Source: an optimization exercise on an open RTL-to-GDS flow (aim: small area). Production flows keep margins and buffers that such runs may drop.
Function was checked by simulation only, so behaviour that the tests miss may differ from the original.
No activity file was given, so power comes from the tool's default toggle rates.

==> flow/design.v <==
module proc(Clock,Reset,Run,data,Done,reg_A,reg_B,contentA,contentB,memoryB,Gtmp,curr_stage,stage,out);
	input Reset, Clock, Run;
	input [15:0] data;
	output Done;
	output reg [2:0]  reg_A;
	output reg [2:0]  reg_B;
	output [15:0] contentA;
	output [15:0] contentB;
	output [15:0] memoryB;
	output reg [15:0] Gtmp;
	output reg [1:0]  curr_stage;
	output [3:0] stage;
	output reg [15:0] out;
	reg [15:0] R [0:7];	 
	reg [15:0] M [0:7];	 
	reg [3:0]  op;
	reg [5:0]  imm;
	integer i, k;
	wire s0 = curr_stage == 2'd0;
	wire s1 = curr_stage == 2'd1;
	wire s2 = curr_stage == 2'd2;
	wire s3 = curr_stage == 2'd3;
	assign stage = {s1, s2, s3, s0};
	wire op_mvnz = op == 4'd8;
	wire one_stage = (op[3:1] == 3'd0) | (op[3:2] == 2'b01) | op_mvnz;	 
	wire two_stage = (op == 4'd9) | (op == 4'd10);
	wire addsub = op[3:1] == 3'b001;
	reg pend;
	assign Done = pend | (op_mvnz & s2);
	wire [7:0] selA = pend ? 8'd0 : 8'd1 << reg_A;
	wire [7:0] selB = 8'd1 << reg_B;
	reg [15:0] ra, rb;
	always @* begin
		ra = pend ? out : 16'd0;
		rb = 16'd0;
		for (i = 0; i < 8; i = i + 1) begin
			ra = ra | (R[i] & {16{selA[i]}});
			rb = rb | (R[i] & {16{selB[i]}});
		end
	end
	assign contentA = ra;
	assign contentB = rb;
	wire [7:0] selM = 8'd1 << rb[2:0];
	reg [15:0] rm;
	always @* begin
		rm = 16'd0;
		for (i = 0; i < 8; i = i + 1)
			rm = rm | (M[i] & {16{selM[i]}});
	end
	assign memoryB = rm;
	wire [15:0] a = ra;
	wire [15:0] b = rb;
	reg [16:0] sum;
	reg [15:0] bx, p0, g, pp;
	integer j;
	always @* begin
		bx = b ^ {16{op[0]}};
		p0 = a ^ bx;
		g = a & bx;
		pp = p0;
		g[0] = g[0] | (pp[0] & op[0]);
		for (k = 1; k <= 4; k = k + 1)
			for (j = (1 << k) - 1; j < 16; j = j + (1 << k)) begin
				g[j] = g[j] | (pp[j] & g[j - (1 << (k - 1))]);
				pp[j] = pp[j] & pp[j - (1 << (k - 1))];
			end
		for (k = 4; k > 0; k = k - 1)
			for (j = (1 << k) + (1 << (k - 1)) - 1; j < 16; j = j + (1 << k)) begin
				g[j] = g[j] | (pp[j] & g[j - (1 << (k - 1))]);
				pp[j] = pp[j] & pp[j - (1 << (k - 1))];
			end
		sum[0] = p0[0] ^ op[0];
		for (j = 1; j < 16; j = j + 1)
			sum[j] = p0[j] ^ g[j - 1];
		sum[16] = g[15];
	end
	wire lt = ~sum[16];
	wire sh = s1 & (op[3:1] == 3'b011);
	wire shl_op = sh & ~op[0];
	wire shr_op = sh & op[0];
	reg [15:0] x [0:4];
	always @* begin
		x[0] = a;
		for (k = 0; k < 4; k = k + 1)
			for (i = 0; i < 16; i = i + 1)
				x[k+1][i] = (~(sh & b[k]) & x[k][i])
					| ((shl_op & b[k] & (i >= (1 << k))) ? x[k][(i - (1 << k)) & 15] : 1'b0)
					| ((shr_op & b[k] & (i + (1 << k) < 16)) ? x[k][(i + (1 << k)) & 15] : 1'b0);
	end
	wire big = sh & (|b[15:4]);
	wire [15:0] y = big ? 16'd0 : x[4];
	wire np = ~pend & ~Reset;
	wire s_b   = np & (op[2:0] == 3'd0);		 
	wire s_mvi = np & (op == 4'd1);
	wire s_and = np & (op == 4'd4);
	wire s_slt = np & (op == 4'd5);
	wire s_sum = np & addsub;
	wire s_mem = np & (op == 4'd9);
	wire s_y   = ~Reset & (pend | (op[3:1] == 3'b011) | (op == 4'd10));
	wire [15:0] res = (b & {16{s_b}})
		| ({7'd0, reg_B, imm} & {16{s_mvi}})
		| (a & b & {16{s_and}})
		| ({15'd0, lt} & {16{s_slt}})
		| (sum[15:0] & {16{s_sum}})
		| (memoryB & {16{s_mem}})
		| (y & {16{s_y}});
	wire [2:0] res1 = res[2:0] | {3{Reset}};
	wire fetch = Reset | Done | s0;
	wire upd_out = (s1 & (one_stage & ~op_mvnz)) | (s2 & two_stage) | (s3 & addsub);
	wire wr_r = pend | (s1 & op_mvnz & (Gtmp != 16'd0));
	wire wr_mem = s2 & (op == 4'd10);
	wire wr_g = s2 & addsub;
	always @(posedge Clock) begin
		if (Run) begin
			for (i = 0; i < 8; i = i + 1) begin
				if (Reset | (wr_r & (reg_A == i))) begin
					R[i][15:3] <= res[15:3];
					for (k = 0; k < 3; k = k + 1)
						R[i][k] <= ((i >> k) & 1) ? res1[k] : res[k];
				end
				if (Reset | (wr_mem & (b[2:0] == i))) begin
					M[i][15:3] <= res[15:3];
					for (k = 0; k < 3; k = k + 1)
						M[i][k] <= ((i >> k) & 1) ? res1[k] : res[k];
				end
			end
			if (Reset | wr_g)
				Gtmp <= res;
			if (Reset | upd_out)
				out <= res;
			pend <= ~fetch & upd_out;
			if (fetch) begin
				op <= data[15:12];
				reg_A <= data[11:9];
				reg_B <= data[8:6];
				imm <= data[5:0];
				curr_stage <= 2'd1;
			end else begin
				curr_stage <= curr_stage + 2'd1;
			end
		end
	end
endmodule
clock: 8.0 ns
lec_check: 0
cap_margin: 20
core_margin: 2
core_utilization: 66
slew_margin: 20
standard.sh (not shown) runs the stock make flow with config.mk's settings and CLKGATE_MAP_FILE= SYNTH_SCRIPT=/design/flow/synth_recipe.tcl, a recipe that flattens the netlist after the stock synthesis.
==> flow/flow/run.sh <==
#!/bin/bash
# Standard ORFS layout with these changes: an area-oriented ABC script for
# the final technology mapping, stronger drivers on high-fanout nets before
# placement, minimum-size buffers on the ports, and a clock tree of small
# clock buffers without dummy loads.
set -euo pipefail
W=$(pwd)
cat > "$W/flow_synth.tcl" <<EOT
proc abc {args} {
  set i [lsearch -exact \$args -script]
  if {\$i >= 0} { lset args [expr {\$i + 1}] $W/flow/area.abc }
  yosys abc {*}\$args
}
source $W/synth_recipe.tcl
EOT
CTS="-sink_clustering_enable -repair_clock_nets -dont_use_dummy_load -buf_list sky130_fd_sc_hd__clkbuf_4 -sink_clustering_size 9 -sink_clustering_max_diameter 50"
export UPSIZE_FO=12 UPSIZE_FO4=40
bash "$W/standard.sh" SYNTH_SCRIPT="$W/flow_synth.tcl" \
  "BUFFER_PORTS_ARGS=-buffer_cell sky130_fd_sc_hd__buf_1" \
  "CTS_ARGS=$CTS" PRE_GLOBAL_PLACE_TCL="$W/flow/upsize.tcl" finish > "$W/flow.log" 2>&1
==> flow/flow/area.abc <==
strash
ifraig
scorr
dc2
strash
&get -n
&st
&dch -f
&nf -a -R 1000
&put
mfs3 -a
==> flow/flow/upsize.tcl <==
# Give the drivers of high-fanout nets a stronger size before placement, so
# that repair_design needs fewer buffers.
set db [ord::get_db]
set block [ord::get_db_block]
set n_up 0
foreach net [$block getNets] {
  if {[$net getSigType] ne "SIGNAL"} continue
  set fo 0
  set drv ""
  foreach it [$net getITerms] {
    if {[$it isOutputSignal]} { set drv $it } elseif {[$it isInputSignal]} { incr fo }
  }
  if {$drv eq "" || $fo < $::env(UPSIZE_FO)} continue
  set inst [$drv getInst]
  set m [[$inst getMaster] getName]
  if {[regexp {df|buf|inv|ha_|fa_} $m]} continue
  if {![regexp {^(.*)_([01])$} $m -> base sz]} continue
  set target "${base}_2"
  if {$fo >= $::env(UPSIZE_FO4)} { set target "${base}_4" }
  set nm [$db findMaster $target]
  if {$nm eq "NULL"} { set nm [$db findMaster "${base}_2"] }
  if {$nm eq "NULL"} continue
  $inst swapMaster $nm
  incr n_up
}
puts "upsize.tcl: upsized $n_up drivers"
The starting point ran to the end with no violations.
Edit:
--- a/flow/design.v
+++ b/flow/design.v
@@ -23,12 +23,12 @@
 	assign stage = {s1, s2, s3, s0};
 	wire op_mvnz = op == 4'd8;
 	wire one_stage = (op[3:1] == 3'd0) | (op[3:2] == 2'b01) | op_mvnz;	 
 	wire two_stage = (op == 4'd9) | (op == 4'd10);
 	wire addsub = op[3:1] == 3'b001;
-	reg pend;
-	assign Done = pend | (op_mvnz & s2);
+	assign Done = (s2 & one_stage) | (s3 & two_stage) | (s0 & addsub);
+	wire pend = Done & ~op_mvnz;
 	wire [7:0] selA = pend ? 8'd0 : 8'd1 << reg_A;
 	wire [7:0] selB = 8'd1 << reg_B;
 	reg [15:0] ra, rb;
 	always @* begin
 		ra = pend ? out : 16'd0;
@@ -49,32 +49,20 @@
 	end
 	assign memoryB = rm;
 	wire [15:0] a = ra;
 	wire [15:0] b = rb;
 	reg [16:0] sum;
-	reg [15:0] bx, p0, g, pp;
-	integer j;
+	reg [16:0] cy;
+	reg [15:0] bx;
 	always @* begin
 		bx = b ^ {16{op[0]}};
-		p0 = a ^ bx;
-		g = a & bx;
-		pp = p0;
-		g[0] = g[0] | (pp[0] & op[0]);
-		for (k = 1; k <= 4; k = k + 1)
-			for (j = (1 << k) - 1; j < 16; j = j + (1 << k)) begin
-				g[j] = g[j] | (pp[j] & g[j - (1 << (k - 1))]);
-				pp[j] = pp[j] & pp[j - (1 << (k - 1))];
-			end
-		for (k = 4; k > 0; k = k - 1)
-			for (j = (1 << k) + (1 << (k - 1)) - 1; j < 16; j = j + (1 << k)) begin
-				g[j] = g[j] | (pp[j] & g[j - (1 << (k - 1))]);
-				pp[j] = pp[j] & pp[j - (1 << (k - 1))];
-			end
-		sum[0] = p0[0] ^ op[0];
-		for (j = 1; j < 16; j = j + 1)
-			sum[j] = p0[j] ^ g[j - 1];
-		sum[16] = g[15];
+		cy[0] = op[0];
+		for (i = 0; i < 16; i = i + 1) begin
+			sum[i] = a[i] ^ bx[i] ^ cy[i];
+			cy[i+1] = (a[i] & bx[i]) | (cy[i] & (a[i] ^ bx[i]));
+		end
+		sum[16] = cy[16];
 	end
 	wire lt = ~sum[16];
 	wire sh = s1 & (op[3:1] == 3'b011);
 	wire shl_op = sh & ~op[0];
 	wire shr_op = sh & op[0];
@@ -126,11 +114,10 @@
 			end
 			if (Reset | wr_g)
 				Gtmp <= res;
 			if (Reset | upd_out)
 				out <= res;
-			pend <= ~fetch & upd_out;
 			if (fetch) begin
 				op <= data[15:12];
 				reg_A <= data[11:9];
 				reg_B <= data[8:6];
 				imm <= data[5:0];
With this change the flow completed, yet does not pass: negative setup slack; routed wire length came out higher by a few percent; global-route usage came out higher by 2.1 points; worst hold slack gains 0.030 ns; total power came out higher by a few percent; count of clock-buffer cells in the layout stays the same; register-to-register slack loses 2.3 ns; die area came out lower by a few percent; via count came out higher by a few percent; cell area came out higher by a few percent.

==> afterwards: timing with drivers on the ports <==
No port has a modelled driver above. Below, the same layouts with a new extraction and two added sets of constraints. Step 1: set_driving_cell puts a clkbuf_16 on Clock and a buf_2 on each other input, an assumption about the parent block. Step 2 also shifts input and output timing later by t, the mid clock arrival at the registers, as if the neighbouring blocks saw the same clock. Three values: ideal, step 1, step 2; two values: the first two.
| run | t, ns | slack for setup (ns) | worst setup path at the end | worst slew at a driven data input, ns | cell pins on the clock port's net |
|---|---|---|---|---|---|
| the first run | 0.688 | 1.819 / 1.775 / 2.110 | register to register | 0.06 | 1 |
| the second run | 0.738 | -0.196 / -0.196 / -0.196 | register to register | 0.04 | 1 |
